What follows belongs to an exercise in optimizing a design on an open flow for small area and a short achievable clock period; a production flow would make more cautious choices. At most, simulation tests tie the RTL to the original design; equivalence was not proved. No functional check of the RTL was part of runs 5 and 6. No run shown here takes its clock network from TritonCTS; it comes from the design's own scripts or RTL. No driver is modelled on the clock port, so clock power and skew are understated where the tree is cut down; a real chip needs a root buffer or a tree. Power and IR drop assume default switching activity.

<file path="flow/flow/run.sh">
#!/bin/bash
set -euo pipefail
here=$(pwd)
res=$here/orfs/results/sky130hd/fifo/base
export BUFFER_PORTS_ARGS="-buffer_cell sky130_fd_sc_hd__buf_2"
bash standard.sh synth > synth.log 2>&1
bash standard.sh run RUN_SCRIPT=$here/flow/downsize.tcl RUN_LOG_NAME_STEM=1_4_downsize > downsize.log 2>&1
grep -q "^downsize:" downsize.log
touch $res/1_synth.sdc
bash standard.sh place > place.log 2>&1
bash standard.sh run RUN_SCRIPT=$here/flow/my_cts.tcl RUN_LOG_NAME_STEM=4_1_cts_custom > cts.log 2>&1
test -f $res/4_1_cts.odb
cp $res/4_1_cts.odb $res/4_cts.odb
touch $res/4_cts.sdc
bash standard.sh finish > finish.log 2>&1
</file>
<file path="flow/flow/downsize.tcl">
# Sets every combinational cell of the synthesized netlist to drive strength
# 1 (where the library has it); the flow's timing repair sizes up the cells
# on critical paths again. Registers are left as synthesis made them.
source $::env(SCRIPTS_DIR)/load.tcl
load_design 1_synth.odb 1_synth.sdc
set n 0
foreach inst [get_cells *] {
  set cell [get_property $inst ref_name]
  if {![regexp {^(sky130_fd_sc_hd__[a-z0-9]+)_([0-9]+)$} $cell -> base size]} continue
  if {$size == 1} continue
  set lc [get_lib_cells -quiet ${base}_1]
  if {[llength $lc] == 0} continue
  if {[regexp {__(s?e?df|dl|sdl)} $base]} continue
  replace_cell $inst [lindex $lc 0]
  incr n
}
puts "downsize: $n cells set to drive strength 1"
write_db $::env(RESULTS_DIR)/1_synth.odb
</file>
<file path="flow/flow/my_cts.tcl">
source $::env(SCRIPTS_DIR)/load.tcl
erase_non_stage_variables cts
load_design 3_place.odb 3_place.sdc

set K        [expr {[info exists ::env(MY_CTS_K)] ? $::env(MY_CTS_K) : 12}]
set LEAF     [expr {[info exists ::env(MY_CTS_LEAF)] ? $::env(MY_CTS_LEAF) : "sky130_fd_sc_hd__clkbuf_16"}]
set R        [expr {[info exists ::env(MY_CTS_R)] ? $::env(MY_CTS_R) : 4}]
set ROOT     [expr {[info exists ::env(MY_CTS_ROOT)] ? $::env(MY_CTS_ROOT) : "sky130_fd_sc_hd__clkbuf_16"}]

set block [ord::get_db_block]
set clk_net [$block findNet clock]

# register clock pins on the clock net
set sinks {}
foreach it [$clk_net getITerms] {
  set inst [$it getInst]
  set box [$inst getBBox]
  set x [expr {([$box xMin] + [$box xMax]) / 2.0}]
  set y [expr {([$box yMin] + [$box yMax]) / 2.0}]
  lappend sinks [list $it $x $y]
}
set n [llength $sinks]
puts "my_cts: $n sinks, $K clusters"

# k-means, seeded with sinks spread along the sorted-by-x order
set sorted [lsort -real -index 1 $sinks]
set cent {}
for {set k 0} {$k < $K} {incr k} {
  set s [lindex $sorted [expr {int(($k + 0.5) * $n / $K)}]]
  lappend cent [list [lindex $s 1] [lindex $s 2]]
}
set cap [expr {int(ceil(1.15 * $n / $K))}]
for {set iter 0} {$iter < 40} {incr iter} {
  # capacity-limited assignment: sinks in order of best distance
  set cand {}
  set si 0
  foreach s $sinks {
    set k 0
    foreach c $cent {
      set d [expr {abs([lindex $s 1] - [lindex $c 0]) + abs([lindex $s 2] - [lindex $c 1])}]
      lappend cand [list $d $si $k]
      incr k
    }
    incr si
  }
  set cand [lsort -real -index 0 $cand]
  array unset asg
  array unset cnt
  for {set k 0} {$k < $K} {incr k} { set cnt($k) 0 }
  foreach c $cand {
    lassign $c d si k
    if {[info exists asg($si)]} continue
    if {$cnt($k) >= $cap} continue
    set asg($si) $k
    incr cnt($k)
  }
  set newc {}
  for {set k 0} {$k < $K} {incr k} { set sx($k) 0.0; set sy($k) 0.0 }
  for {set si 0} {$si < $n} {incr si} {
    set k $asg($si)
    set s [lindex $sinks $si]
    set sx($k) [expr {$sx($k) + [lindex $s 1]}]
    set sy($k) [expr {$sy($k) + [lindex $s 2]}]
  }
  for {set k 0} {$k < $K} {incr k} {
    if {$cnt($k) > 0} {
      lappend newc [list [expr {$sx($k) / $cnt($k)}] [expr {$sy($k) / $cnt($k)}]]
    } else {
      lappend newc [lindex $cent $k]
    }
  }
  set cent $newc
}

set lib_root [get_lib_cells $ROOT]
set lib_leaf [get_lib_cells $LEAF]
set db [ord::get_db]
set m_root [$db findMaster $ROOT]
set m_leaf [$db findMaster $LEAF]

# group the leaf buffers: k-means on the leaf positions, R groups
set lsorted {}
for {set k 0} {$k < $K} {incr k} { lappend lsorted [list $k {*}[lindex $cent $k]] }
set lsorted [lsort -real -index 1 $lsorted]
set rcent {}
for {set r 0} {$r < $R} {incr r} {
  set s [lindex $lsorted [expr {int(($r + 0.5) * $K / $R)}]]
  lappend rcent [list [lindex $s 1] [lindex $s 2]]
}
set rcap [expr {int(ceil(1.0 * $K / $R))}]
for {set iter 0} {$iter < 30} {incr iter} {
  set cand {}
  for {set k 0} {$k < $K} {incr k} {
    set c [lindex $cent $k]
    set r 0
    foreach rc $rcent {
      lappend cand [list [expr {abs([lindex $c 0] - [lindex $rc 0]) + abs([lindex $c 1] - [lindex $rc 1])}] $k $r]
      incr r
    }
  }
  set cand [lsort -real -index 0 $cand]
  array unset rasg
  array unset rcnt
  for {set r 0} {$r < $R} {incr r} { set rcnt($r) 0; set rsx($r) 0.0; set rsy($r) 0.0 }
  foreach c $cand {
    lassign $c d k r
    if {[info exists rasg($k)]} continue
    if {$rcnt($r) >= $rcap} continue
    set rasg($k) $r
    incr rcnt($r)
  }
  for {set k 0} {$k < $K} {incr k} {
    set r $rasg($k)
    set rsx($r) [expr {$rsx($r) + [lindex [lindex $cent $k] 0]}]
    set rsy($r) [expr {$rsy($r) + [lindex [lindex $cent $k] 1]}]
  }
  set newr {}
  for {set r 0} {$r < $R} {incr r} {
    if {$rcnt($r) > 0} {
      lappend newr [list [expr {$rsx($r) / $rcnt($r)}] [expr {$rsy($r) / $rcnt($r)}]]
    } else {
      lappend newr [lindex $rcent $r]
    }
  }
  set rcent $newr
}

for {set r 0} {$r < $R} {incr r} {
  set rc [lindex $rcent $r]
  set root [odb::dbInst_create $block $m_root clkbuf_root_$r]
  $root setLocation [expr {int([lindex $rc 0])}] [expr {int([lindex $rc 1])}]
  $root setPlacementStatus PLACED
  set rnet [odb::dbNet_create $block clknet_root_$r]
  $rnet setSigType CLOCK
  [$root findITerm A] connect $clk_net
  [$root findITerm X] connect $rnet
  set rootnet($r) $rnet
  puts "my_cts: root $r: $rcnt($r) leaves at $rc"
}

for {set k 0} {$k < $K} {incr k} {
  set c [lindex $cent $k]
  set leaf [odb::dbInst_create $block $m_leaf clkbuf_leaf_$k]
  $leaf setLocation [expr {int([lindex $c 0])}] [expr {int([lindex $c 1])}]
  $leaf setPlacementStatus PLACED
  set net [odb::dbNet_create $block clknet_leaf_$k]
  $net setSigType CLOCK
  [$leaf findITerm A] connect $rootnet($rasg($k))
  [$leaf findITerm X] connect $net
  set leafnet($k) $net
}
for {set si 0} {$si < $n} {incr si} {
  set it [lindex [lindex $sinks $si] 0]
  $it disconnect
  $it connect $leafnet($asg($si))
}
for {set k 0} {$k < $K} {incr k} { puts "my_cts: leaf $k: $cnt($k) sinks at [lindex $cent $k]" }

set_propagated_clock [all_clocks]
estimate_parasitics -placement
report_clock_skew
report_clock_latency

set_placement_padding -global \
  -left $::env(CELL_PAD_IN_SITES_DETAIL_PLACEMENT) \
  -right $::env(CELL_PAD_IN_SITES_DETAIL_PLACEMENT)
detailed_placement
estimate_parasitics -placement

if { !$::env(SKIP_CTS_REPAIR_TIMING) } {
  repair_timing_helper
  detailed_placement
  check_placement -verbose
}
estimate_parasitics -placement
report_clock_skew
report_clock_latency
report_worst_slack

orfs_write_db $::env(RESULTS_DIR)/4_1_cts.odb
orfs_write_sdc $::env(RESULTS_DIR)/4_cts.sdc
</file>
<file path="flow/standard.sh">
#!/bin/bash
# synth_recipe.tcl (not shown) runs the flow's synth.tcl, then flattens the netlist and writes it again
# the make line also repeats each setting of config.mk as NAME=value (left out here)
make -C /OpenROAD-flow-scripts/flow DESIGN_CONFIG=/design/flow/config.mk WORK_HOME=/design/flow/orfs CLKGATE_MAP_FILE= SYNTH_SCRIPT=/design/flow/synth_recipe.tcl "${@:-finish}"
</file>
<file path="flow/config.mk">
export PLATFORM = sky130hd
export DESIGN_NAME = fifo
export DESIGN_NICKNAME = fifo
export VERILOG_FILES = /design/flow/design.v
export SDC_FILE = /design/flow/constraint.sdc
export NUM_CORES = 4
export LEC_CHECK = 0
export CAP_MARGIN = 20
export CORE_MARGIN = 2
export CORE_UTILIZATION = 50
export SETUP_SLACK_MARGIN = 1.85
export SLEW_MARGIN = 20
export SYNTH_HIERARCHICAL = 1
export TNS_END_PERCENT = 10
</file>
<file path="flow/constraint.sdc">
create_clock -name core_clock -period 3.5 [get_ports {clock}]
set_input_delay 0.7000 -clock core_clock [delete_from_list [all_inputs] [get_ports {clock}]]
set_output_delay 0.7000 -clock core_clock [all_outputs]
set_load 0.01 [all_outputs]
</file>
<file path="flow/design.v">
module fifo(input [8-1:0]  data_in,
            input write_enb,
            input read,
            output [8-1:0] data_out,
            output reg full,
            output reg empty,
            input clock,
            input reset
           );
    localparam W    = 8;
    localparam ROWS = 32 - 1;            
    localparam AW   = 5;                     
    localparam CW   = 6;                     
    localparam [CW-1:0] L0  = 6'b000001;
    localparam [CW-1:0] L1  = 6'b000010;
    localparam [CW-1:0] L3  = 6'b001000;
    localparam [CW-1:0] L31 = 6'b100100;
    localparam [CW-1:0] L32 = 6'b001001;
    localparam G2   = (ROWS + 1) / 2;        
    reg  [W-1:0]    head;                    
    reg  [W-1:0]    mem [0:ROWS-1];
    reg  [3:0]      ran;                     
    reg  [7:0]      rbn;                     
    reg  [AW-1:0]   wptr;                    
    reg  [CW-1:0]   lfsr;                    
    reg             one;                     
    reg             two;                     
    wire le1   = empty | one;                
    wire three = (lfsr == L3);
    wire near  = (lfsr == L31);
    wire mid   = ~le1 & ~full;               
    wire [CW-1:0] cu = {lfsr[CW-2:0], lfsr[5] ^ lfsr[4]};    
    wire [CW-1:0] cd = {lfsr[0] ^ lfsr[5], lfsr[CW-1:1]};    
    wire [CW-1:0] c_w  = full  ? L32 : cu;
    wire [CW-1:0] c_r  = empty ? L0  : cd;
    wire [CW-1:0] c_wr = empty ? L1 : full ? L31 : lfsr;
    wire [AW-1:0] wptr_up = (wptr == ROWS-1) ? {AW{1'b0}} : wptr + 1'b1;
    wire [3:0] wa = 4'b0001 << wptr[1:0];
    wire [7:0] wb = 8'b00000001 << wptr[4:2];
    wire [ROWS-1:0] wdec;
    genvar g;
    generate
      for (g = 0; g < ROWS; g = g + 1) begin : dec
        assign wdec[g] = wa[g % 4] & wb[g / 4];
      end
    endgenerate
    wire [3:0] ra = ~ran;
    wire [7:0] rb = ~rbn;
    wire       rwrap = ra[2] & rb[7];
    wire [3:0] ra_up = rwrap ? 4'b0001 : {ra[2:0], ra[3]};
    wire [7:0] rb_up = rwrap ? 8'b00000001 : ra[3] ? {rb[6:0], rb[7]} : rb;
    wire [ROWS-1:0] rsel;
    generate
      for (g = 0; g < ROWS; g = g + 1) begin : rs
        assign rsel[g] = ~(ran[g % 4] | rbn[g / 4]);
      end
    endgenerate
    wire [CW-1:0] count_n;
    wire          one_n, two_n;
    fifo_sel4 #(.W(CW+2)) u_cnt_n (
      .d00({lfsr,  one,   two}),
      .d10({c_w,   empty, one}),
      .d01({c_r,   two,   three}),
      .d11({c_wr,  le1,   two}),
      .s1(write_enb), .s0(read),
      .y({count_n, one_n, two_n}));
    wire empty_n = ~write_enb & (empty | (read & one));
    wire full_n  = ~read & (full | (write_enb & near));
    wire w_buf = write_enb & (mid | (one & ~read));
    wire rs_hold  = reset & ~read & ~le1;
    wire rs_shift = reset & read & ~le1 & (~two | write_enb);
    wire rs_load  = reset & one & write_enb & ~read;
    wire [3:0] ran_n = ~(({4{rs_hold}} & ra) | ({4{rs_shift}} & ra_up) | ({4{rs_load}} & wa));
    wire [7:0] rbn_n = rs_shift ? ~rb_up : rs_load ? ~wb : rbn;
    assign data_out = head;
    wire [W-1:0] pair_n [0:G2-1];
    generate
      for (g = 0; g < G2 - 1; g = g + 1) begin : grp
        fifo_aoi2 #(.W(W)) u_aoi (
          .a0(mem[2*g]),   .s0(rsel[2*g]),
          .a1(mem[2*g+1]), .s1(rsel[2*g+1]),
          .y(pair_n[g]));
      end
    endgenerate
    fifo_aoi2 #(.W(W)) u_aoi_last (
      .a0(mem[ROWS-1]), .s0(rsel[ROWS-1]),
      .a1(data_in),     .s1(le1),
      .y(pair_n[G2-1]));
    wire [W-1:0] quad [0:3];
    wire [W-1:0] half_n [0:1];
    wire [W-1:0] head_d;
    generate
      for (g = 0; g < 4; g = g + 1) begin : q4
        fifo_nand4 #(.W(W)) u_q (.a(pair_n[4*g]), .b(pair_n[4*g+1]),
          .c(pair_n[4*g+2]), .d(pair_n[4*g+3]), .y(quad[g]));
      end
      for (g = 0; g < 2; g = g + 1) begin : h2
        fifo_nor2 #(.W(W)) u_h (.a(quad[2*g]), .b(quad[2*g+1]), .y(half_n[g]));
      end
    endgenerate
    fifo_nand2 #(.W(W)) u_or (.a(half_n[0]), .b(half_n[1]), .y(head_d));
    always @(posedge clock)
      if (read | empty)
        head <= head_d;
    always @(posedge clock)
      if (write_enb & ~full)
        mem[wptr] <= data_in;
    always @(posedge clock)
     begin
      ran <= ran_n;
      rbn <= rbn_n;
     end
    always @(posedge clock)
     begin
      if (~reset)
       begin
        wptr  <= {AW{1'b0}};
        lfsr  <= L0;
        empty <= 1'b1;
        one   <= 1'b0;
        two   <= 1'b0;
        full  <= 1'b0;
       end
      else
       begin
        if (w_buf)
          wptr <= wptr_up;
        lfsr  <= count_n;
        empty <= empty_n;
        one   <= one_n;
        two   <= two_n;
        full  <= full_n;
       end
     end
endmodule
module fifo_aoi2 #(parameter W = 8)
  (input [W-1:0] a0, input [W-1:0] a1,
   input s0, input s1, output [W-1:0] y);
    assign y = ~((a0 & {W{s0}}) | (a1 & {W{s1}}));
endmodule
module fifo_sel4 #(parameter W = 8)
  (input [W-1:0] d00, input [W-1:0] d01, input [W-1:0] d10, input [W-1:0] d11,
   input s1, input s0, output [W-1:0] y);
    assign y = s1 ? (s0 ? d11 : d10) : (s0 ? d01 : d00);
endmodule
module fifo_nand4 #(parameter W = 8)
  (input [W-1:0] a, input [W-1:0] b, input [W-1:0] c, input [W-1:0] d,
   output [W-1:0] y);
    assign y = ~(a & b & c & d);
endmodule
module fifo_nor2 #(parameter W = 8)
  (input [W-1:0] a, input [W-1:0] b, output [W-1:0] y);
    assign y = ~(a | b);
endmodule
module fifo_nand2 #(parameter W = 8)
  (input [W-1:0] a, input [W-1:0] b, output [W-1:0] y);
    assign y = ~(a & b);
endmodule
</file>
==> notes.md, run 1 <==
Lkg Pwr 3.903 nW; PortBufs 21; post-DP HPWL 17.44 mm; Post-Syn Area per Cell 15.46 sq um; synthesized cell area 11060 sq um; CP Launch Point rbn[5]; remaining global-route overflow 0; worst-margin pin slew roughly 0.8 ns; Die H 152.7 um; # IOs 22; Rows 54; Combinational Power Share 0.046; critical path required time approximately 3.6 ns; Routed Antenna Nets 0; fin. max-slew vios 0; Post-Syn Nets about 730; crit start category register; Crit path depth 5; worst skew pair latency 0.31 ns; Critical Path Max Stage Delay 0.46 ns; crit path capture head[6]; Peak supply drop 0.2509 mV; R2R depth 5; RSZ-0062 raised after global routing true; largest net degree at the start of global routing 33; Worst Path Buf+Inv 0; Max-slew headroom 0.4620; initial antenna violation count 0; Initial Util 0.5082; Worst path slowest cell edfxtp_1; HP Class reg -> reg; WL/cell 26.73 um; critical-path cell list nor2_1 > a22oi_1 > nand4_1 > nor2_2 > nand2_1; first drt pass iteration count 4; clock-pin slew on the worst setup and hold paths around 0.090 ns; total chip power 0.005740 W; nets@finish 774; max_cap viols 0; outcome no timing/DRC/antenna violations; GP Congestion 0.9081; Syn. warnings 7; FF-to-FF setup slack roughly 1.8 ns; CP max FO 8; Setup-failing EPs final 0; PD cells between 400 and 500 nW/um^2; CORE AREA around 22000 sq um; final hold violation count 0; Area Growth Syn to Fin 16.56%; # DRC 0; Final Cycle Share 0.4799; Layout Skew roughly 0.021 ns; share of layout cells above drive strength 1 0.2798; Setup crit end kind register; Filler cells 1625; Gate Count Post-Synth 715; DRT iter0 DRCs 583; Sw Ratio 0.1942; Antenna Diode Count 0; Flop pwr share 0.651; drt total wl 27.64 mm; CP delay by family, top simple AND/OR/NAND/NOR gates; Sum Neg Setup Slack 0 ns; Tot GR Track Use 0.2242; Worst R2R Start rbn[5]; WP data arrival 1.74 ns; die area around 23000 sq um; Crit Path Class reg -> reg; first-pass GRT wire length 39.41 mm; sw power 0.001115 W; Via Count 6518; RR Endpoint head[6]; Internal Power 0.004625 W; Tmin final 1.680 ns; chip width ~150 um; Clock power frac 0.303; vias in the first global route 6299; Via density 6.304; fmax 595.4 MHz
-- through the flow --
stage                 util  std cells  worst slack (ns)  hold WS, ns  instance area (sq um)
floorplan                -        715             1.636       0.4893                  11390
global placement    0.5376        974             1.129       0.5156                  11700
detailed placement  0.5376        974             1.064       0.5366                  11700
global route        0.5924       1034             1.775       0.5864                  12890
finish              0.5924       1034             1.820       0.5580                  12890
-- state kept, by name, indices dropped and copies added, names as in the netlist, 4 cells and up --
signal	count
mem	248
head	8
rbn	8
lfsr	6
wptr	5
ran	4
-- final cells by class --
type / count / area (sq um) / area share
plain buffers: 16 / 400.4 / 0.03107
inverters: 9 / 36.28 / 0.002816
multi-input cells: 375 / 3167 / 0.2457
flip-flops and latches: 283 / 8342 / 0.6473
well taps: 280 / 350.3 / 0.02718
repair buffers: 71 / 591.8 / 0.04592
-- worst min-delay path, delay by kind of cell (launching register included) --
family | cells | cell delay, ns
AO/OA/AOI/OAI | 1 | 0.06
flip-flops | 1 | 0.37
AND/OR/NAND/NOR | 1 | 0.09
-- cell usage in the layout, fill, tap and decap left out, types with 5 or more instances in the layout --
cell type / n
edfxtp_1: 264
a22oi_1: 108
nor2_4: 47
buf_4: 47
nand4_1: 34
a22oi_2: 21
nor2_1: 20
nor2_2: 20
clkbuf_16: 17
nor2b_1: 14
buf_2: 13
nand2_1: 12
o22ai_1: 8
mux4_1: 8
dfxtp_4: 8
dfxtp_1: 8
inv_1: 7
mux2_4: 7
and2_1: 7
or2_1: 5
buf_12: 5
-- worst min-delay path by stage --
stage	from	endpoint	slack [ns]	depth (start not counted)
2_1_floorplan	wptr[1]	wptr[1]	0.49	2
3_3_place_gp	wptr[1]	wptr[1]	0.52	2
3_5_place_dp	wptr[1]	wptr[1]	0.54	2
5_1_grt	wptr[1]	wptr[1]	0.59	2
6_report	wptr[1]	wptr[1]	0.56	2
-- layer usage --
metal  track usage  share of wire  vias up
met3       0.02787          0.053       61
met1        0.3214           0.44     3304
li1              -              -     2925
met5             0              0        -
met4       0.07804          0.040        0
met2        0.3596           0.47      228
-- power by group through the flow --
stage | Combinational, W | Sequential [W] | Clock [W]
finish | 0.000262 | 0.00374 | 0.00174
global placement | 0.000217 | 0.00382 | 0
detailed placement | 0.000220 | 0.00382 | 0
floorplan | 0.0000961 | 0.00382 | 0
global route | 0.000279 | 0.00374 | 0.00187
==> inputs of run 2 (changes only) <==
--- a/flow/config.mk
+++ b/flow/config.mk
@@ -8,7 +8,7 @@
 export CAP_MARGIN = 20
 export CORE_MARGIN = 2
 export CORE_UTILIZATION = 50
-export SETUP_SLACK_MARGIN = 1.85
+export SETUP_SLACK_MARGIN = 1.95
 export SLEW_MARGIN = 20
 export SYNTH_HIERARCHICAL = 1
 export TNS_END_PERCENT = 10
==> notes.md, run 2 <==
outcome no timing/DRC/antenna violations (unchanged); fin. max-slew vios 0 (unchanged); initial antenna violation count 0 (unchanged); Peak supply drop 0.2500 mV (was 0.2509 mV); remaining global-route overflow 0 (unchanged); Via density 6.362 (was 6.304); critical path required time 3.56 ns (about the same); fmax 608.5 MHz (was 595.4 MHz); Cell Count, Final, Fillers Out 1044 (was 1034); Critical Path Max Stage Delay 0.26 ns (was 0.46 ns); Sum Neg Setup Slack 0 ns (unchanged); nets@finish 784 (was 774); die area 23320 sq um (unchanged); worst-margin pin slew 0.5338 ns (was 0.8070 ns); Reg area 8344 sq um (was 8342 sq um); crit start category primary input (was register); GP Congestion 0.9081 (unchanged); worst skew pair latency 0.31 ns (about the same); most common cell after layout, fill and taps aside edfxtp_1 (unchanged); synthesized cell area 11060 sq um (unchanged); Max-slew headroom 0.6441 (was 0.4620); vias in the first global route 6466 (was 6299); Top reg by flops mem (unchanged); Post-Syn Area per Cell 15.46 sq um (unchanged); PD cells 437.0 nW/um^2 (was 445.4 nW/um^2); first drt pass iteration count 5 (was 4); commonest non-fill, non-tap cells in the layout 264 x edfxtp_1, 95 x a22oi_1, 57 x buf_4 (was 264 x edfxtp_1, 108 x a22oi_1, 47 x nor2_4, 47 x buf_4, 34 x nand4_1); DRT met1 WL 11.78 mm (was 12.03 mm); WP data arrival 1.70 ns (was 1.74 ns); Tot GR Track Use 0.2300 (was 0.2242); WL met3 1.607 mm (was 1.465 mm); critical-path cell list buf_2 > a22oi_2 > nand4_1 > nor2_2 > nand2_1 (was nor2_1 > a22oi_1 > nand4_1 > nor2_2 > nand2_1); Setup crit end kind register (unchanged); clock-pin slew on the worst setup and hold paths 0.09 ns (about the same); # DRC 0 (unchanged); Via Count 6642 (was 6518); DRT iter0 DRCs 609 (was 583); Gate Count Post-Synth 715 (unchanged); share of layout cells above drive strength 1 0.3246 (was 0.2798); total chip power 0.005743 W (was 0.005740 W); CORE AREA 21760 sq um (unchanged); largest net degree at the start of global routing 33 (unchanged); area of the multi-input gates 3332 sq um (was 3167 sq um); first-pass GRT wire length 40.44 mm (was 39.41 mm); DR top layer met4 (unchanged); Syn. warnings 7 (unchanged); Antenna Diode Count 0 (unchanged); Die H 152.7 um (unchanged); dpl cells 974 (unchanged); Routed Antenna Nets 0 (unchanged); max_cap viols 0 (unchanged); Setup-failing EPs final 0 (unchanged); Area Growth Syn to Fin 18.86% (was 16.56%); Rows 54 (unchanged); Post-Syn Nets 733 (unchanged); Crit Path Class in -> reg (was reg -> reg); RSZ-0062 raised after global routing true (unchanged); Initial Util 0.5082 (unchanged); Lkg Pwr 3.956 nW (was 3.903 nW); Final Cycle Share 0.4695 (was 0.4799); Layout Skew 0.02175 ns (was 0.02103 ns); Tmin final 1.643 ns (was 1.680 ns); met2 wire len 13.20 mm (was 13.03 mm); post-DP HPWL 17.44 mm (unchanged); WL/cell 26.64 um (was 26.73 um); chip width 152.7 um (unchanged); final hold violation count 0 (unchanged); drt total wl 27.81 mm (was 27.64 mm); PortBufs 21 (unchanged); Worst path slowest cell nor2_2 (was edfxtp_1); Filler cells 1576 (was 1625); # IOs 22 (unchanged); Largest regs mem (248), head (8), rbn (8) (unchanged); HP Class reg -> reg (unchanged); max reg flops 248 (unchanged); CP max FO 11 (was 8)
==> run 2: critical path, delay by kind of cell <==
family | cells | cell delay, ns
simple gates | 3 | 0.58
buf+inv | 1 | 0.23
compound gates | 1 | 0.19
==> run 2: stage by stage <==
stage / utilization / instance area [sq um] / worst slack, ns / hold WS (ns)
2_1_floorplan: - / 11390 / 1.636 / 0.4893
3_3_place_gp: 0.5376 / 11700 / 1.129 / 0.5156
3_5_place_dp: 0.5376 / 11700 / 1.064 / 0.5366
5_1_grt: 0.6041 / 13140 / 1.868 / 0.5703
6_report: 0.6041 / 13140 / 1.857 / 0.5222
==> run 2: cell type report <==
cell class	count	share of cell area
buffer	16	0.03046
inverter	9	0.002951
multi-input combinational	375	0.2535
sequential	283	0.6349
tap	280	0.02666
timing repair buffer	81	0.05150
==> run 2: metal layers <==
metal / vias up / GRT usage
met1: 3338 / 0.3279
li1: 2947 / -
met3: 67 / 0.02588
met4: 0 / 0.08422
met2: 290 / 0.3709
met5: - / 0
==> run 2: power by group <==
| group | internal [W] | switching (W) |
|---|---|---|
| sequential | 0.00372 | 0.0000201 |
| clock | 0.000823 | 0.000908 |
| combinational | 0.0000910 | 0.000184 |
==> run 2: worst paths after layout <==
check | start | endpoint | slack, ns | cells past startpoint
worst min register to register | wptr[0] | wptr[0] | 0.52 | 2
worst max-delay path | data_in[4] | head[4] | 1.86 | 5
worst min-delay path | wptr[0] | wptr[0] | 0.52 | 2
worst max register to register | ran[0] | head[4] | 1.86 | 6
==> inputs of run 3 (changes only) <==
--- a/flow/config.mk
+++ b/flow/config.mk
@@ -7,7 +7,7 @@
 export LEC_CHECK = 0
 export CAP_MARGIN = 20
 export CORE_MARGIN = 2
-export CORE_UTILIZATION = 50
+export CORE_UTILIZATION = 60
 export SETUP_SLACK_MARGIN = 1.95
 export SLEW_MARGIN = 20
 export SYNTH_HIERARCHICAL = 1
==> notes.md, run 3 <==
worst skew pair latency 0.31 ns (about the same); Initial Util 0.6134 (was 0.5082); Crit Path Class reg -> reg (was in -> reg); remaining global-route overflow 0 (unchanged); drt total wl 27.18 mm (was 27.81 mm); Area Growth Syn to Fin 16.62% (was 18.86%); Syn. warnings 7 (unchanged); outcome no timing/DRC/antenna violations (unchanged); Lkg Pwr 3.876 nW (was 3.956 nW); critical-path cell list nor2_2 > a22oi_1 > nand4_1 > nor2_1 > nand2_1 (was buf_2 > a22oi_2 > nand4_1 > nor2_2 > nand2_1); Tmin final 1.675 ns (was 1.643 ns); Post-Syn Area per Cell 15.46 sq um (unchanged); nets@finish 765 (was 784); Top reg by flops mem (unchanged); most common cell after layout, fill and taps aside edfxtp_1 (unchanged); Via density 6.933 (was 6.362); fmax 597.1 MHz (was 608.5 MHz); crit start category register (was primary input); die area 19530 sq um (was 23320 sq um); DRT iter0 DRCs 941 (was 609); fin. max-slew vios 0 (unchanged); # IOs 22 (unchanged); # DRC 0 (unchanged); share of layout cells above drive strength 1 0.3074 (was 0.3246); commonest non-fill, non-tap cells in the layout 264 x edfxtp_1, 91 x a22oi_1, 42 x nor2_4 (was 264 x edfxtp_1, 95 x a22oi_1, 57 x buf_4); final hold violation count 0 (unchanged); synthesized cell area 11060 sq um (unchanged); Worst path slowest cell edfxtp_1 (was nor2_2); Rows 49 (was 54); largest net degree at the start of global routing 33 (unchanged); WL/cell 27.91 um (was 26.64 um); Die H 139.8 um (was 152.7 um); PortBufs 21 (unchanged); worst-margin pin slew 0.4938 ns (was 0.5338 ns); HP Class reg -> reg (unchanged); PD cells 444.0 nW/um^2 (was 437.0 nW/um^2); vias in the first global route 6644 (was 6466); GP Congestion 0.9036 (was 0.9081); initial antenna violation count 0 (unchanged); first-pass GRT wire length 40.83 mm (was 40.44 mm); Setup-failing EPs final 0 (unchanged); clock-pin slew on the worst setup and hold paths 0.09 ns (about the same); Final Cycle Share 0.4785 (was 0.4695); Antenna Diode Count 0 (unchanged); Routed Antenna Nets 0 (unchanged); Via Count 6753 (was 6642); Worst Path Buf+Inv 0 (was 1); CP max FO 8 (was 11); Critical Path Max Stage Delay 0.52 ns (was 0.26 ns); Layout Skew 0.02317 ns (was 0.02175 ns); Max-slew headroom 0.6696 (was 0.6441); CP delay by family, top simple AND/OR/NAND/NOR gates (unchanged); Setup crit end kind register (unchanged); WP data arrival 1.73 ns (was 1.70 ns); Gate Count Post-Synth 715 (unchanged); max_cap viols 0 (unchanged); CORE AREA 18020 sq um (was 21760 sq um); Tot GR Track Use 0.2778 (was 0.2300); critical path required time 3.55 ns (was 3.56 ns); max reg flops 248 (unchanged); RSZ-0062 raised after global routing true (unchanged); first drt pass iteration count 7 (was 5); post-DP HPWL 16.65 mm (was 17.44 mm); hold slack 0.5475 ns (was 0.5222 ns); Post-Syn Nets 733 (unchanged); Sum Neg Setup Slack 0 ns (unchanged); chip width 139.8 um (was 152.7 um); Largest regs mem (248), head (8), rbn (8) (unchanged); Peak supply drop 0.6970 mV (was 0.2500 mV)
## run 3: worst min-delay path: cells and delay by family (launching register included)
kind / cells / cell delay [ns]
DFF: 1 / 0.36
and+or+nand+nor: 1 / 0.08
AOI/OAI and AO/OA: 1 / 0.06
## run 3: stage by stage
| step | instances | cell area [sq um] | util | setup slack (ns) | power [W] |
|---|---|---|---|---|---|
| floorplan | 715 | 11390 | - | 1.636 | 0.003915 |
| global placement | 918 | 11590 | 0.6433 | 1.155 | 0.004027 |
| detailed placement | 918 | 11590 | 0.6433 | 1.079 | 0.004033 |
| global route | 974 | 12890 | 0.7154 | 1.802 | 0.005876 |
| finish | 974 | 12890 | 0.7154 | 1.825 | 0.005726 |
## run 3: power by group
group	total, W	switching [W]	internal (W)
clock	0.00173	0.000907	0.000823
combinational	0.000258	0.000173	0.0000849
sequential	0.00374	0.0000209	0.00372
total	0.00573	0.00110	0.00462
## run 3: final cells by class
type / instances / area [sq um]
Inverter: 9 / 36.28
Timing Repair Buffer: 62 / 553.0
Buffer: 16 / 400.4
Tap cell: 229 / 286.5
Fill cell: 1171 / 5130
Sequential cell: 283 / 8339
Multi-Input combinational cell: 375 / 3279
## run 3: final timing paths
check	startpoint	to	slack [ns]	cells after the start
worst max-delay path	rbn[7]	head[3]	1.83	5
worst min-delay path	wptr[1]	wptr[1]	0.55	2
worst max register to register	rbn[7]	head[3]	1.83	5
worst min register to register	wptr[1]	wptr[1]	0.55	2
## run 3: metal layers
metal | wire [um] | GRT usage | vias to the layer above
li1 | - | - | 2905
met1 | 11040 | 0.4158 | 3431
met2 | 12910 | 0.4442 | 360
met3 | 2430 | 0.03476 | 57
met4 | 806 | 0.06842 | 0
met5 | 0 | 0 | -
==> inputs of run 4 (changes only) <==
--- a/flow/flow/my_cts.tcl
+++ b/flow/flow/my_cts.tcl
@@ -8,6 +8,27 @@
 set ROOT     [expr {[info exists ::env(MY_CTS_ROOT)] ? $::env(MY_CTS_ROOT) : "sky130_fd_sc_hd__clkbuf_16"}]
 
 set block [ord::get_db_block]
+
+# Output port buffers: move each next to the register that drives it (the
+# buffer then drives the wire to the pin), unless MY_CTS_KEEP_OUTBUF is set.
+if {![info exists ::env(MY_CTS_KEEP_OUTBUF)]} {
+  foreach bt [$block getBTerms] {
+    if {[$bt getIoType] ne "OUTPUT"} continue
+    set net [$bt getNet]
+    set drv ""
+    foreach it [$net getITerms] { if {[$it isOutputSignal]} { set drv [$it getInst] } }
+    if {$drv eq ""} continue
+    set a ""
+    foreach it [$drv getITerms] { if {[$it isInputSignal]} { set a $it } }
+    if {$a eq "" || [$a getNet] eq "NULL"} continue
+    set src ""
+    foreach it [[$a getNet] getITerms] { if {[$it isOutputSignal]} { set src [$it getInst] } }
+    if {$src eq ""} continue
+    set box [$src getBBox]
+    $drv setLocation [$box xMax] [$box yMin]
+    puts "my_cts: output buffer [$drv getName] moved next to [$src getName]"
+  }
+}
 set clk_net [$block findNet clock]
 
 # register clock pins on the clock net
--- a/flow/config.mk
+++ b/flow/config.mk
@@ -7,7 +7,7 @@
 export LEC_CHECK = 0
 export CAP_MARGIN = 20
 export CORE_MARGIN = 2
-export CORE_UTILIZATION = 60
+export CORE_UTILIZATION = 50
 export SETUP_SLACK_MARGIN = 1.95
 export SLEW_MARGIN = 20
 export SYNTH_HIERARCHICAL = 1
==> notes.md, run 4 <==
drt total wl 27.72 mm (was 27.18 mm); Worst R2R Start ran[3] (was rbn[7]); Crit Path Class in -> reg (was reg -> reg); Layout Skew 0.02083 ns (was 0.02317 ns); share of layout cells above drive strength 1 0.3163 (was 0.3074); # IOs 22 (unchanged); first drt pass iteration count 4 (was 7); largest net degree at the start of global routing 33 (unchanged); post-DP HPWL 17.44 mm (was 16.65 mm); most common cell after layout, fill and taps aside edfxtp_1 (unchanged); CP delay by family, top simple AND/OR/NAND/NOR gates (unchanged); fin. max-slew vios 0 (unchanged); Worst Path Buf+Inv 1 (was 0); Post-Syn Area per Cell 15.46 sq um (unchanged); Gate Count Post-Synth 715 (unchanged); Max-slew headroom 0.6447 (was 0.6696); Antenna Diode Count 0 (unchanged); DRT iter0 DRCs 594 (was 941); final hold violation count 0 (unchanged); worst-margin pin slew 0.5330 ns (was 0.4938 ns); CP max FO 20 (was 8); Initial Util 0.5082 (was 0.6134); Post-Syn Nets 733 (unchanged); outcome no timing/DRC/antenna violations (unchanged); die area 23320 sq um (was 19530 sq um); PD cells 438.0 nW/um^2 (was 444.0 nW/um^2); nets@finish 785 (was 765); Setup crit end kind register (unchanged); Top reg by flops mem (unchanged); Peak supply drop 0.2485 mV (was 0.6970 mV); PortBufs 21 (unchanged); fmax 612.6 MHz (was 597.1 MHz); Clock power frac 0.302 (about the same); first-pass GRT wire length 40.47 mm (was 40.83 mm); chip width 152.7 um (was 139.8 um); Critical Path Max Stage Delay 0.24 ns (was 0.52 ns); WP data arrival 1.69 ns (was 1.73 ns); Combinational Power Share 0.048 (was 0.045); initial antenna violation count 0 (unchanged); Routed Antenna Nets 0 (unchanged); Largest regs mem (248), head (8), rbn (8) (unchanged); Via Count 6576 (was 6753); dpl cells 974 (was 918); sw power 0.001113 W (was 0.001101 W); Hold Startpoint wptr[0] (was wptr[1]); Flop pwr share 0.650 (was 0.653); synthesized cell area 11060 sq um (unchanged); GP Congestion 0.9081 (was 0.9036); clock-pin slew on the worst setup and hold paths 0.09 ns (about the same); HP Class reg -> reg (unchanged); Lkg Pwr 3.958 nW (was 3.876 nW); Internal Power 0.004629 W (was 0.004625 W); Setup-failing EPs final 0 (unchanged); Cell Count, Final, Fillers Out 1045 (was 974); crit start category primary input (was register); critical path required time 3.56 ns (was 3.55 ns); Rows 54 (was 49); Syn. warnings 7 (unchanged); Filler cells 1577 (was 1171); CP Launch Point data_in[1] (was rbn[7]); RSZ-0062 raised after global routing true (unchanged); max reg flops 248 (unchanged); Worst path slowest cell a22oi_1 (was edfxtp_1); Area Growth Syn to Fin 18.57% (was 16.62%); Tmin final 1.632 ns (was 1.675 ns); CORE AREA 21760 sq um (was 18020 sq um); Die H 152.7 um (was 139.8 um); worst skew pair latency 0.31 ns (about the same); Tot GR Track Use 0.2304 (was 0.2778); total chip power 0.005742 W (was 0.005726 W); remaining global-route overflow 0 (unchanged); Via density 6.293 (was 6.933); vias in the first global route 6466 (was 6644); WL/cell 26.53 um (was 27.91 um); # DRC 0 (unchanged); critical-path cell list buf_4 > a22oi_1 > nand4_1 > nor2_2 > nand2_1 (was nor2_2 > a22oi_1 > nand4_1 > nor2_1 > nand2_1); Sum Neg Setup Slack 0 ns (unchanged); max_cap viols 0 (unchanged); commonest non-fill, non-tap cells in the layout 264 x edfxtp_1, 98 x a22oi_1, 57 x buf_4 (was 264 x edfxtp_1, 91 x a22oi_1, 42 x nor2_4); Final Cycle Share 0.4664 (was 0.4785); Sw Ratio 0.1938 (was 0.1923)
[run 4: final cells by class]
| cell class | count | area, sq um | share of cell area |
|---|---|---|---|
| flip-flops and latches | 283 | 8344 | 0.6365 |
| multi-input cells | 376 | 3296 | 0.2514 |
| repair buffers | 81 | 683.2 | 0.05211 |
| plain buffers | 16 | 400.4 | 0.03054 |
| well taps | 280 | 350.3 | 0.02672 |
| inverters | 9 | 36.28 | 0.002768 |
[run 4: tightest hold or removal path, stage by stage (launching register included)]
cell and delay [ns]:
dfxtp_2 0.36, nand3_1 0.07, a21oi_1 0.06
[run 4: layer usage]
metal,track usage,part of all wire
met1,0.3268,0.42
met4,0.08157,0.045
met5,0,0
met3,0.02759,0.064
met2,0.3735,0.47
[run 4: worst paths after layout]
check / cells after the start / slack [ns] / endpoint
worst max-delay path: 5 / 1.87 / head[1]
worst min-delay path: 2 / 0.52 / wptr[0]
worst max register to register: 6 / 1.89 / head[7]
worst min register to register: 2 / 0.52 / wptr[0]
[run 4: power groups by stage]
stage,registers (W),logic (W),clock network (W)
floorplan,0.00382,0.0000961,0
global placement,0.00382,0.000217,0
detailed placement,0.00382,0.000220,0
global route,0.00374,0.000292,0.00187
finish,0.00373,0.000275,0.00173
[run 4: through the flow]
stage	hold WS [ns]	utilization	setup slack [ns]	instance area, sq um
after floorplan	0.4893	-	1.636	11390
after global placement	0.5156	0.5376	1.129	11700
after detailed placement	0.5366	0.5376	1.064	11700
after global routing	0.5703	0.6026	1.863	13110
final	0.5234	0.6026	1.868	13110
==> inputs of run 5 (changes only) <==
--- a/flow/design.v
+++ b/flow/design.v
@@ -82,10 +82,9 @@
           .y(pair_n[g]));
       end
     endgenerate
-    fifo_aoi2 #(.W(W)) u_aoi_last (
-      .a0(mem[ROWS-1]), .s0(rsel[ROWS-1]),
-      .a1(data_in),     .s1(le1),
-      .y(pair_n[G2-1]));
+    fifo_nand2 #(.W(W)) u_last (.a(mem[ROWS-1]), .b({W{rsel[ROWS-1]}}), .y(pair_n[G2-1]));
+    wire [W-1:0] din_n;
+    fifo_nand2 #(.W(W)) u_din (.a(data_in), .b({W{le1}}), .y(din_n));
     wire [W-1:0] quad [0:3];
     wire [W-1:0] half_n [0:1];
     wire [W-1:0] head_d;
@@ -98,7 +97,7 @@
         fifo_nor2 #(.W(W)) u_h (.a(quad[2*g]), .b(quad[2*g+1]), .y(half_n[g]));
       end
     endgenerate
-    fifo_nand2 #(.W(W)) u_or (.a(half_n[0]), .b(half_n[1]), .y(head_d));
+    fifo_nand3 #(.W(W)) u_or (.a(half_n[0]), .b(half_n[1]), .c(din_n), .y(head_d));
     always @(posedge clock)
       if (read | empty)
         head <= head_d;
@@ -156,3 +155,7 @@
   (input [W-1:0] a, input [W-1:0] b, output [W-1:0] y);
     assign y = ~(a & b);
 endmodule
+module fifo_nand3 #(parameter W = 8)
+  (input [W-1:0] a, input [W-1:0] b, input [W-1:0] c, output [W-1:0] y);
+    assign y = ~(a & b & c);
+endmodule
==> notes.md, run 5 <==
Lkg Pwr 3.944 nW (was 3.958 nW); Via Count 6726 (was 6576); vias in the first global route 6653 (was 6466); Worst path slowest cell dfxtp_4 (was a22oi_1); clock-pin slew on the worst setup and hold paths 0.10 ns (was 0.09 ns); sw power 0.001108 W (was 0.001113 W); max reg flops 248 (unchanged); most common cell after layout, fill and taps aside edfxtp_1 (unchanged); die area 23320 sq um (about the same); hold slack 0.5435 ns (was 0.5234 ns); worst skew pair latency 0.32 ns (was 0.31 ns); worst-margin pin slew 0.8648 ns (was 0.5330 ns); Die H 152.7 um (about the same); WP data arrival 1.75 ns (was 1.69 ns); Worst Path Buf+Inv 2 (was 1); Cell Count, Final, Fillers Out 1036 (was 1045); Gate Count Post-Synth 721 (was 715); Layout Skew 0.03088 ns (was 0.02083 ns); largest net degree at the start of global routing 33 (unchanged); fmax 592.2 MHz (was 612.6 MHz); fin. max-slew vios 0 (unchanged); Setup-failing EPs final 0 (unchanged); final core occ 0.6054 (was 0.6026); Syn. warnings 7 (unchanged); critical path required time 3.56 ns (about the same); PortBufs 21 (unchanged); Filler cells 1607 (was 1577); nets@finish 776 (was 785); post-DP HPWL 16.67 mm (was 17.44 mm); GP Congestion 0.8241 (was 0.9081); Internal Power 0.004612 W (was 0.004629 W); Clock power frac 0.306 (was 0.302); commonest non-fill, non-tap cells in the layout 264 x edfxtp_1, 61 x a22oi_1, 60 x a22oi_2 (was 264 x edfxtp_1, 98 x a22oi_1, 57 x buf_4); outcome no timing/DRC/antenna violations (unchanged); RSZ-0062 raised after global routing true (unchanged); # DRC 0 (unchanged); Sw Ratio 0.1937 (was 0.1938); Sum Neg Setup Slack 0 ns (unchanged); CP max FO 9 (was 20); Top reg by flops mem (unchanged); Max-slew headroom 0.4234 (was 0.6447); Final Cycle Share 0.4825 (was 0.4664); Routed Antenna Nets 0 (unchanged); Peak supply drop 0.3676 mV (was 0.2485 mV); Largest regs mem (248), head (8), rbn (8) (unchanged); R2R depth 7 (was 6); critical-path cell list buf_12 > buf_6 > nor2_4 > a22oi_1 > nand4_1 > nor2_2 > nand3_2 (was buf_4 > a22oi_1 > nand4_1 > nor2_2 > nand2_1); dpl cells 976 (was 974); FF-to-FF setup slack 1.81 ns (was 1.89 ns); Setup crit end kind register (unchanged); remaining global-route overflow 0 (unchanged); Antenna Diode Count 0 (unchanged); Tmin final 1.689 ns (was 1.632 ns); Crit path depth 7 (was 5); Rows 54 (unchanged); WL/cell 26.66 um (was 26.53 um); synthesized cell area 11060 sq um (about the same); CP delay by family, top simple AND/OR/NAND/NOR gates (unchanged); Initial Util 0.5083 (was 0.5082); chip width 152.7 um (about the same); PD cells 434.2 nW/um^2 (was 438.0 nW/um^2); Post-Syn Nets 739 (was 733); # IOs 22 (unchanged); CORE AREA 21760 sq um (unchanged); Via density 6.492 (was 6.293); Tot GR Track Use 0.2311 (was 0.2304); initial antenna violation count 0 (unchanged); Critical Path Max Stage Delay 0.42 ns (was 0.24 ns); share of layout cells above drive strength 1 0.3439 (was 0.3163); Flop pwr share 0.653 (was 0.650); final hold violation count 0 (unchanged); Combinational Power Share 0.041 (was 0.048); max_cap viols 0 (unchanged); Crit Path Class reg -> reg (was in -> reg); drt total wl 27.62 mm (was 27.72 mm); first-pass GRT wire length 41.19 mm (was 40.47 mm); Area Growth Syn to Fin 19.10% (was 18.57%); crit start category register (was primary input); hold path cells 2 (unchanged); first drt pass iteration count 5 (was 4); HP Class reg -> reg (unchanged); DRT iter0 DRCs 784 (was 594); Post-Syn Area per Cell 15.34 sq um (was 15.46 sq um)
[run 5: cell count changes in the layout (fill, tap and decap cells not counted), sizes merged]
cell,before,now
a22oi,129,121
buf,81,64
nand2,17,25
nand3,5,13
[run 5: power groups by stage]
stage / sequential, W / combinational, W / clock (W)
floorplan: 0.00382 / 0.0000877 / 0
global placement: 0.00382 / 0.000190 / 0
detailed placement: 0.00382 / 0.000194 / 0
global route: 0.00374 / 0.000249 / 0.00189
finish: 0.00374 / 0.000233 / 0.00175
[run 5: layout make-up]
type                            instances  area [sq um]  area share
Sequential cell                       283          8341      0.6332
Tap cell                              280         350.3     0.02660
Inverter                                9         33.78    0.002565
Multi-Input combinational cell        384          3465      0.2630
Timing Repair Buffer                   64         581.8     0.04417
Buffer                                 16         400.4     0.03040
[run 5: through the flow]
step | cell area, sq um | total power, W | setup slack [ns]
2_1_floorplan | 11390 | 0.003906 | 1.636
3_3_place_gp | 11660 | 0.004012 | 1.140
3_5_place_dp | 11660 | 0.004016 | 1.091
5_1_grt | 13170 | 0.005877 | 1.825
6_report | 13170 | 0.005719 | 1.811
[run 5: final timing paths]
kind / start / endpoint
max reg2reg: ran[3] / head[0]
max: ran[3] / head[0]
min reg2reg: wptr[1] / wptr[1]
min: wptr[1] / wptr[1]
[run 5: metal layers]
layer	vias to the layer above	GRT usage	wire length [um]
met4	0	0.06129	904
met3	65	0.03783	2368
met2	313	0.3662	12770
met1	3420	0.3376	11570
met5	-	0	0
li1	2928	-	-
[run 5: tightest hold or removal path, stage by stage (launching register included)]
cell,delay (ns)
dfxtp_1,0.36
nand3_1,0.09
a21oi_1,0.06
==> inputs of run 6 (changes only) <==
--- a/flow/config.mk
+++ b/flow/config.mk
@@ -11,4 +11,4 @@
 export SETUP_SLACK_MARGIN = 1.95
 export SLEW_MARGIN = 20
 export SYNTH_HIERARCHICAL = 1
-export TNS_END_PERCENT = 10
+export TNS_END_PERCENT = 0
==> notes.md, run 6 <==
nets@finish 763 (was 776); die area 23320 sq um (unchanged); CP delay by family, top simple AND/OR/NAND/NOR gates (unchanged); clock-pin slew on the worst setup and hold paths 0.10 ns (about the same); post-DP HPWL 16.90 mm (was 16.67 mm); first drt pass iteration count 5 (unchanged); outcome no timing/DRC/antenna violations (unchanged); Setup crit end kind register (unchanged); Worst path slowest cell dfxtp_4 (unchanged); Initial Util 0.5083 (unchanged); Post-Syn Nets 739 (unchanged); max_cap viols 0 (unchanged); placed cell area 11620 sq um (was 11660 sq um); Gate Count Post-Synth 721 (unchanged); GR Util met1 0.3184 (was 0.3376); Tmin final 1.705 ns (was 1.689 ns); Max-slew headroom 0.4164 (was 0.4234); PD cells 443.8 nW/um^2 (was 434.2 nW/um^2); WL/cell 26.52 um (was 26.66 um); Final Cycle Share 0.4873 (was 0.4825); Via density 6.431 (was 6.492); FF-to-FF setup slack 1.79 ns (was 1.81 ns); Worst Path Buf+Inv 0 (was 2); Routed Antenna Nets 0 (unchanged); Setup-failing EPs final 0 (unchanged); initial antenna violation count 0 (unchanged); Post-Syn Area per Cell 15.34 sq um (unchanged); hold path cells 2 (unchanged); met3 Use GR 0.03441 (was 0.03783); Largest regs mem (248), head (8), rbn (8) (unchanged); Via Count 6579 (was 6726); Hold Startpoint wptr[0] (was wptr[1]); synthesized cell area 11060 sq um (unchanged); fin. max-slew vios 0 (unchanged); vias in the first global route 6539 (was 6653); Area Growth Syn to Fin 15.90% (was 19.10%); crit start category register (unchanged); remaining global-route overflow 0 (unchanged); Layout Skew 0.02667 ns (was 0.03088 ns); Sum Neg Setup Slack 0 ns (unchanged); fmax 586.4 MHz (was 592.2 MHz); worst-margin pin slew 0.8755 ns (was 0.8648 ns); CP max FO 8 (was 9); Reg area 8338 sq um (was 8341 sq um); critical path required time 3.54 ns (was 3.56 ns); most common cell after layout, fill and taps aside edfxtp_1 (unchanged); worst skew pair latency 0.31 ns (was 0.32 ns); Critical Path Max Stage Delay 0.52 ns (was 0.42 ns); # IOs 22 (unchanged); post-route design area 12820 sq um (was 13170 sq um); share of layout cells above drive strength 1 0.2880 (was 0.3439); max reg flops 248 (unchanged); RR Endpoint head[7] (was head[0]); final hold violation count 0 (unchanged); Filler cells 1642 (was 1607); HP Class reg -> reg (unchanged); Top reg by flops mem (unchanged); critical-path cell list nor2_4 > a22oi_2 > nand4_1 > nor2_2 > nand3_1 (was buf_12 > buf_6 > nor2_4 > a22oi_1 > nand4_1 > nor2_2 > nand3_2); GP Congestion 0.8277 (was 0.8241); Die H 152.7 um (unchanged); Tot GR Track Use 0.2245 (was 0.2311); GR Util met2 0.3698 (was 0.3662); DRT iter0 DRCs 616 (was 784); WP data arrival 1.75 ns (about the same); R2R depth 5 (was 7); Crit Path Class reg -> reg (unchanged); Syn. warnings 7 (unchanged); pre-CTS setup slack 1.160 ns (was 1.091 ns); CORE AREA 21760 sq um (unchanged); commonest non-fill, non-tap cells in the layout 264 x edfxtp_1, 78 x a22oi_1, 45 x nor2_4 (was 264 x edfxtp_1, 61 x a22oi_1, 60 x a22oi_2); hold-critical path endpoint wptr[0] (was wptr[1]); area of the multi-input gates 3276 sq um (was 3465 sq um); RSZ-0062 raised after global routing true (unchanged); busiest grt layer met2 (unchanged); Rows 54 (unchanged); Peak supply drop 0.2977 mV (was 0.3676 mV); Final WS setup 1.795 ns (was 1.811 ns); Lkg Pwr 3.773 nW (was 3.944 nW); first-pass GRT wire length 39.79 mm (was 41.19 mm); # DRC 0 (unchanged); PortBufs 21 (unchanged); largest net degree at the start of global routing 33 (unchanged); Antenna Diode Count 0 (unchanged); Worst R2R Start ran[0] (was ran[3]); drt total wl 27.14 mm (was 27.62 mm); chip width 152.7 um (unchanged)
## run 6: through the flow
stage                 util  power (W)  hold WS [ns]  std cells
floorplan                -   0.003903        0.4893        721
global placement    0.5340   0.004011        0.5176        976
detailed placement  0.5340   0.004017        0.5273        976
global route        0.5891   0.005838        0.5965       1023
finish              0.5891   0.005688        0.5504       1023
## run 6: worst max-delay path by stage
| stage | start | end | depth (start not counted) |
|---|---|---|---|
| floorplan | write_enb | wptr[3] | 5 |
| global placement | write_enb | rbn[3] | 4 |
| detailed placement | write_enb | rbn[3] | 4 |
| global route | ran[1] | head[1] | 6 |
| finish | ran[0] | head[7] | 5 |
## run 6: layout make-up
cell class              instances  share of cell area
flip-flops and latches        283              0.6505
multi-input cells             382              0.2556
repair buffers                 53             0.03270
plain buffers                  16             0.03124
well taps                     280             0.02733
inverters                       9            0.002636
## run 6: power by group
part / internal (W) / switching (W)
logic: 0.0000615 / 0.000159
clock network: 0.000823 / 0.000907
registers: 0.00372 / 0.0000186
total: 0.00460 / 0.00109
## run 6: worst reg2reg max path: stages, from the launching register on
cell	delay (ns)
dfxtp_4	0.52
nor2_4	0.12
a22oi_2	0.21
nand4_1	0.28
nor2_2	0.21
nand3_1	0.10
## run 6: metal layers
| metal | part of all wire | wire length, um |
|---|---|---|
| met1 | 0.42 | 11360 |
| met2 | 0.49 | 13160 |
| met3 | 0.070 | 1895 |
| met5 | 0 | 0 |
| met4 | 0.026 | 714 |
==> inputs of run 7 (changes only) <==
--- a/flow/design.v
+++ b/flow/design.v
@@ -9,7 +9,6 @@
            );
     localparam W    = 8;
     localparam ROWS = 32 - 1;            
-    localparam AW   = 5;                     
     localparam CW   = 6;                     
     localparam [CW-1:0] L0  = 6'b000001;
     localparam [CW-1:0] L1  = 6'b000010;
@@ -21,34 +20,25 @@
     reg  [W-1:0]    mem [0:ROWS-1];
     reg  [3:0]      ran;                     
     reg  [7:0]      rbn;                     
-    reg  [AW-1:0]   wptr;                    
     reg  [CW-1:0]   lfsr;                    
     reg             one;                     
     reg             two;                     
     wire le1   = empty | one;                
     wire three = (lfsr == L3);
     wire near  = (lfsr == L31);
-    wire mid   = ~le1 & ~full;               
     wire [CW-1:0] cu = {lfsr[CW-2:0], lfsr[5] ^ lfsr[4]};    
     wire [CW-1:0] cd = {lfsr[0] ^ lfsr[5], lfsr[CW-1:1]};    
     wire [CW-1:0] c_w  = full  ? L32 : cu;
     wire [CW-1:0] c_r  = empty ? L0  : cd;
     wire [CW-1:0] c_wr = empty ? L1 : full ? L31 : lfsr;
-    wire [AW-1:0] wptr_up = (wptr == ROWS-1) ? {AW{1'b0}} : wptr + 1'b1;
-    wire [3:0] wa = 4'b0001 << wptr[1:0];
-    wire [7:0] wb = 8'b00000001 << wptr[4:2];
-    wire [ROWS-1:0] wdec;
     genvar g;
-    generate
-      for (g = 0; g < ROWS; g = g + 1) begin : dec
-        assign wdec[g] = wa[g % 4] & wb[g / 4];
-      end
-    endgenerate
+    integer k;
     wire [3:0] ra = ~ran;
     wire [7:0] rb = ~rbn;
-    wire       rwrap = ra[2] & rb[7];
-    wire [3:0] ra_up = rwrap ? 4'b0001 : {ra[2:0], ra[3]};
-    wire [7:0] rb_up = rwrap ? 8'b00000001 : ra[3] ? {rb[6:0], rb[7]} : rb;
+    wire [3:0] ra_up = {ra[2:0], ra[3]};
+    wire [7:0] rb_up = ra[3] ? {rb[6:0], rb[7]} : rb;
+    wire [3:0] ra_dn = {ra[0], ra[3:1]};
+    wire [7:0] rb_dn = ra[0] ? {rb[0], rb[7:1]} : rb;
     wire [ROWS-1:0] rsel;
     generate
       for (g = 0; g < ROWS; g = g + 1) begin : rs
@@ -66,12 +56,15 @@
       .y({count_n, one_n, two_n}));
     wire empty_n = ~write_enb & (empty | (read & one));
     wire full_n  = ~read & (full | (write_enb & near));
-    wire w_buf = write_enb & (mid | (one & ~read));
-    wire rs_hold  = reset & ~read & ~le1;
-    wire rs_shift = reset & read & ~le1 & (~two | write_enb);
+    wire w        = write_enb & ~full;
+    wire rs_keep  = reset & ~le1 & (read ~^ w);
+    wire rs_up    = reset & ~le1 & w & ~read;
+    wire rs_dn    = reset & ~le1 & read & ~w & ~two;
     wire rs_load  = reset & one & write_enb & ~read;
-    wire [3:0] ran_n = ~(({4{rs_hold}} & ra) | ({4{rs_shift}} & ra_up) | ({4{rs_load}} & wa));
-    wire [7:0] rbn_n = rs_shift ? ~rb_up : rs_load ? ~wb : rbn;
+    wire [3:0] ran_n = ~(({4{rs_keep}} & ra) | ({4{rs_up}} & ra_up) |
+                         ({4{rs_dn}} & ra_dn) | ({4{rs_load}} & 4'b0001));
+    wire [7:0] rbn_n = ~(({8{rs_keep}} & rb) | ({8{rs_up}} & rb_up) |
+                         ({8{rs_dn}} & rb_dn) | ({8{rs_load}} & 8'b00000001));
     assign data_out = head;
     wire [W-1:0] pair_n [0:G2-1];
     generate
@@ -102,8 +95,12 @@
       if (read | empty)
         head <= head_d;
     always @(posedge clock)
-      if (write_enb & ~full)
-        mem[wptr] <= data_in;
+      if (w)
+       begin
+        for (k = ROWS - 1; k > 0; k = k - 1)
+          mem[k] <= mem[k-1];
+        mem[0] <= data_in;
+       end
     always @(posedge clock)
      begin
       ran <= ran_n;
@@ -113,7 +110,6 @@
      begin
       if (~reset)
        begin
-        wptr  <= {AW{1'b0}};
         lfsr  <= L0;
         empty <= 1'b1;
         one   <= 1'b0;
@@ -122,8 +118,6 @@
        end
       else
        begin
-        if (w_buf)
-          wptr <= wptr_up;
         lfsr  <= count_n;
         empty <= empty_n;
         one   <= one_n;
--- a/flow/config.mk
+++ b/flow/config.mk
@@ -11,4 +11,4 @@
 export SETUP_SLACK_MARGIN = 1.95
 export SLEW_MARGIN = 20
 export SYNTH_HIERARCHICAL = 1
-export TNS_END_PERCENT = 0
+export TNS_END_PERCENT = 10
==> notes.md, run 7 <==
Top reg by flops mem (unchanged); Setup crit end kind register (unchanged); # IOs 22 (unchanged); PortBufs 21 (unchanged); clock-pin slew on the worst setup and hold paths 0.09 ns (was 0.10 ns); HP Class reg -> reg (unchanged); Antenna Diode Count 0 (unchanged); Layout Skew 0.02647 ns (was 0.02667 ns); Crit Path Class reg -> reg (unchanged); final core occ 0.5907 (was 0.5891); crit start category register (unchanged); remaining global-route overflow 0 (unchanged); commonest non-fill, non-tap cells in the layout 256 x edfxtp_1, 95 x a22oi_1, 32 x nand4_1 (was 264 x edfxtp_1, 78 x a22oi_1, 45 x nor2_4); Tmin final 1.580 ns (was 1.705 ns); worst-margin pin slew 0.6483 ns (was 0.8755 ns); PD cells 486.7 nW/um^2 (was 443.8 nW/um^2); Syn. warnings 9 (was 7); Max-slew headroom 0.5678 (was 0.4164); Sum Neg Setup Slack 0 ns (unchanged); Post-Syn Nets 653 (was 739); largest net degree at the start of global routing 70 (was 33); Final Cycle Share 0.4515 (was 0.4873); first drt pass iteration count 5 (unchanged); Internal Power 0.004725 W (was 0.004603 W); initial antenna violation count 0 (unchanged); Via Count 5773 (was 6579); chip width 148.6 um (was 152.7 um); drt total wl 20.85 mm (was 27.14 mm); Clock power frac 0.295 (was 0.304); Flop pwr share 0.670 (was 0.657); fmax 632.9 MHz (was 586.4 MHz); Critical Path Max Stage Delay 0.46 ns (was 0.52 ns); final hold violation count 0 (unchanged); Initial Util 0.5137 (was 0.5083); first-pass GRT wire length 31.95 mm (was 39.79 mm); sw power 0.001131 W (was 0.001085 W); Worst Path Buf+Inv 1 (was 0); CP max FO 8 (unchanged); Via density 6.135 (was 6.431); max reg flops 248 (unchanged); Tot GR Track Use 0.1839 (was 0.2245); most common cell after layout, fill and taps aside edfxtp_1 (unchanged); die area 22100 sq um (was 23320 sq um); WL/cell 22.16 um (was 26.52 um); critical path required time 3.56 ns (was 3.54 ns); max_cap viols 0 (unchanged); Post-Syn Area per Cell 16.37 sq um (was 15.34 sq um); share of layout cells above drive strength 1 0.2534 (was 0.2880); vias in the first global route 5525 (was 6539); Area Growth Syn to Fin 15.00% (was 15.90%); Sw Ratio 0.1932 (was 0.1908); Rows 52 (was 54); Gate Count Post-Synth 639 (was 721); critical-path cell list buf_4 > nor2_4 > a22oi_1 > nand4_1 > nor2_2 > nand3_1 (was nor2_4 > a22oi_2 > nand4_1 > nor2_2 > nand3_1); # DRC 0 (unchanged); nets@finish 687 (was 763); fin. max-slew vios 0 (unchanged); CORE AREA 20360 sq um (was 21760 sq um); Die H 148.6 um (was 152.7 um); Setup-failing EPs final 0 (unchanged); Combinational Power Share 0.035 (was 0.039); CP delay by family, top simple AND/OR/NAND/NOR gates (unchanged); Routed Antenna Nets 0 (unchanged); Largest regs mem (248), head (8), rbn (8) (unchanged); outcome no timing/DRC/antenna violations (unchanged); GP Congestion 0.7805 (was 0.8277); RSZ-0062 raised after global routing true (unchanged); post-DP HPWL 13.05 mm (was 16.90 mm); synthesized cell area 10460 sq um (was 11060 sq um); worst skew pair latency 0.31 ns (about the same); Peak supply drop 0.3391 mV (was 0.2977 mV); Worst path slowest cell dfxtp_4 (unchanged); DRT iter0 DRCs 544 (was 616); WP data arrival 1.64 ns (was 1.75 ns); Filler cells 1521 (was 1642); Lkg Pwr 3.875 nW (was 3.773 nW)
-- run 7: final cells by class --
| type | instances | area (sq um) | area share |
|---|---|---|---|
| multi-input cells | 316 | 2525 | 0.2099 |
| well taps | 270 | 337.8 | 0.02808 |
| repair buffers | 57 | 570.5 | 0.04743 |
| flip-flops and latches | 278 | 8175 | 0.6796 |
| plain buffers | 16 | 400.4 | 0.03328 |
| inverters | 4 | 21.27 | 0.001768 |
-- run 7: worst paths after layout --
kind | startpoint | to | slack, ns | cells after the start
setup / recovery | ran[0] | head[6] | 1.92 | 6
hold / removal | mem[25][1] | mem[26][1] | 0.43 | 0
setup reg to reg | ran[0] | head[6] | 1.92 | 6
hold reg to reg | mem[25][1] | mem[26][1] | 0.43 | 0
-- run 7: layer usage --
layer  GRT usage  wire length [um]
met1      0.2820              9625
met2      0.2863              9714
met3     0.02485              1094
met4     0.03810               417
met5           0                 0
-- run 7: per-stage QoR --
step	instance area (sq um)	setup WS, ns	instances	hold slack [ns]	power, W
floorplan	10470	-1.357	639	0.4272	0.004076
global placement	10800	1.366	890	0.4287	0.004138
global route	12030	1.873	941	0.4560	0.006048
finish	12030	1.920	941	0.4297	0.005856
detailed placement	10800	1.278	890	0.4338	0.004158
-- run 7: power by group through the flow --
stage | Clock (W) | Sequential [W] | Combinational (W)
floorplan | 0 | 0.00399 | 0.0000885
global placement | 0 | 0.00399 | 0.000144
detailed placement | 0 | 0.00401 | 0.000151
global route | 0.00188 | 0.00395 | 0.000220
finish | 0.00173 | 0.00392 | 0.000204
-- run 7: worst reg2reg max path, cell delays in order (launching register included) --
cell and delay, ns:
dfxtp_4 0.46, buf_4 0.15, nor2_4 0.06, a22oi_1 0.24, nand4_1 0.14, nor2_2 0.19
nand3_1 0.09
==> inputs of run 8 (changes only) <==
--- a/flow/flow/run.sh
+++ b/flow/flow/run.sh
@@ -3,6 +3,7 @@
 here=$(pwd)
 res=$here/orfs/results/sky130hd/fifo/base
 export BUFFER_PORTS_ARGS="-buffer_cell sky130_fd_sc_hd__buf_2"
+export MY_CTS_K=16 MY_CTS_LEAF=sky130_fd_sc_hd__clkbuf_8 MY_CTS_ROOT=sky130_fd_sc_hd__clkbuf_8
 bash standard.sh synth > synth.log 2>&1
 bash standard.sh run RUN_SCRIPT=$here/flow/downsize.tcl RUN_LOG_NAME_STEM=1_4_downsize > downsize.log 2>&1
 grep -q "^downsize:" downsize.log
==> notes.md, run 8 <==
outcome no timing/DRC/antenna violations (unchanged); Initial Util 0.5137 (unchanged); critical path required time 3.52 ns (was 3.56 ns); initial antenna violation count 0 (unchanged); Peak supply drop 0.3394 mV (was 0.3391 mV); synthesized cell area 10460 sq um (unchanged); final hold violation count 0 (unchanged); max_cap viols 0 (unchanged); dpl cells 890 (unchanged); PD cells 471.8 nW/um^2 (was 486.7 nW/um^2); post-route design area 11700 sq um (was 12030 sq um); Lkg Pwr 3.762 nW (was 3.875 nW); post-DP HPWL 13.05 mm (unchanged); Top reg by flops mem (unchanged); Routed Antenna Nets 0 (unchanged); Crit Path Class in -> reg (was reg -> reg); share of layout cells above drive strength 1 0.2264 (was 0.2534); CP max FO 35 (was 8); CORE AREA 20360 sq um (unchanged); Syn. warnings 9 (unchanged); drt total wl 20.73 mm (was 20.85 mm); worst-margin pin slew 0.5315 ns (was 0.6483 ns); Setup crit end kind register (unchanged); most common cell after layout, fill and taps aside edfxtp_1 (unchanged); WP data arrival 1.61 ns (was 1.64 ns); vias in the first global route 5450 (was 5525); Antenna Diode Count 0 (unchanged); HP Class reg -> reg (unchanged); Tmin final 1.590 ns (was 1.580 ns); GP Congestion 0.7805 (unchanged); nets@finish 683 (was 687); first-pass GRT wire length 31.64 mm (was 31.95 mm); Rows 52 (unchanged); remaining global-route overflow 0 (unchanged); max reg flops 248 (unchanged); placed cell area 10800 sq um (unchanged); Gate Count Post-Synth 639 (unchanged); Via Count 5723 (was 5773); pre-CTS setup slack 1.278 ns (unchanged); first drt pass iteration count 5 (unchanged); Die H 148.6 um (unchanged); total chip power 0.005521 W (was 0.005856 W); fmax 629.0 MHz (was 632.9 MHz); Setup-failing EPs final 0 (unchanged); Layout Skew 0.03990 ns (was 0.02647 ns); Final Cycle Share 0.4542 (was 0.4515); die area 22100 sq um (unchanged); hold slack 0.4421 ns (was 0.4297 ns); Post-Syn Area per Cell 16.37 sq um (unchanged); Tot GR Track Use 0.1824 (was 0.1839); PortBufs 21 (unchanged); largest net degree at the start of global routing 70 (unchanged); fin. max-slew vios 0 (unchanged); Area Growth Syn to Fin 11.86% (was 15.00%); Cell Count, Final, Fillers Out 937 (was 941); crit start category primary input (was register); DRT iter0 DRCs 551 (was 544); clock-pin slew on the worst setup and hold paths 0.11 ns (was 0.09 ns); worst skew pair latency 0.34 ns (was 0.31 ns); # IOs 22 (unchanged); Max-slew headroom 0.6453 (was 0.5678); # DRC 0 (unchanged); commonest non-fill, non-tap cells in the layout 256 x edfxtp_1, 108 x a22oi_1, 34 x nor2_2 (was 256 x edfxtp_1, 95 x a22oi_1, 32 x nand4_1); Via density 6.108 (was 6.135); Final WS setup 1.910 ns (was 1.920 ns); Post-Syn Nets 653 (unchanged); RSZ-0062 raised after global routing true (unchanged); chip width 148.6 um (unchanged); WL/cell 22.13 um (was 22.16 um); Largest regs mem (248), head (8), rbn (8) (unchanged)
## run 8: cell count changes in the layout (fill, tap and decap cells not counted), sizes merged
| cell | change |
|---|---|
| clkbuf | +6 |
| or2 | -1 |
| buf | -9 |
## run 8: layout make-up
cell class | count | area [sq um]
Timing Repair Buffer | 50 | 520.5
Fill cell | 1567 | 8662
Multi-Input combinational cell | 315 | 2375
Inverter | 4 | 18.77
Sequential cell | 278 | 8175
Tap cell | 270 | 337.8
Buffer | 20 | 275.3
## run 8: worst paths after layout
| path | startpoint | end | slack [ns] | cells past startpoint |
|---|---|---|---|---|
| min | mem[12][1] | mem[13][1] | 0.44 | 0 |
| max reg2reg | lfsr[5] | lfsr[0] | 1.93 | 5 |
| max | write_enb | mem[2][3] | 1.91 | 5 |
| min reg2reg | mem[12][1] | mem[13][1] | 0.44 | 0 |
## run 8: metrics by stage
stage / TNS, ns / utilization
final: 0 / 0.5747
after detailed placement: 0 / 0.5302
after global routing: 0 / 0.5747
after floorplan: -336.45 / -
after global placement: 0 / 0.5302
## run 8: power by group
group | switching (W) | internal [W] | total (W)
clock | 0.000880 | 0.000522 | 0.00140
sequential | 0.0000941 | 0.00382 | 0.00392
combinational | 0.000127 | 0.0000749 | 0.000201
## run 8: metal layers
| layer | global-route usage | up-vias | wire length (um) |
|---|---|---|---|
| met5 | 0 | - | 0 |
| met4 | 0.03429 | 0 | 421 |
| met3 | 0.01933 | 27 | 1095 |
| met2 | 0.2856 | 165 | 9682 |
| met1 | 0.2835 | 2916 | 9532 |
| li1 | - | 2615 | - |
## run 8: worst max-delay path, cell delays in order
cell and delay, ns:
buf_4 0.19, nand2b_4 0.09, clkinvlp_4 0.14, buf_4 0.23, buf_16 0.23

Setup slack of run 8, layout unchanged: 1.910 ns with ideal ports, 1.860 ns with driving cells assumed (clock clkbuf_16, inputs buf_2), 1.565 ns with port delays also shifted by the 0.392 ns mid clock arrival.
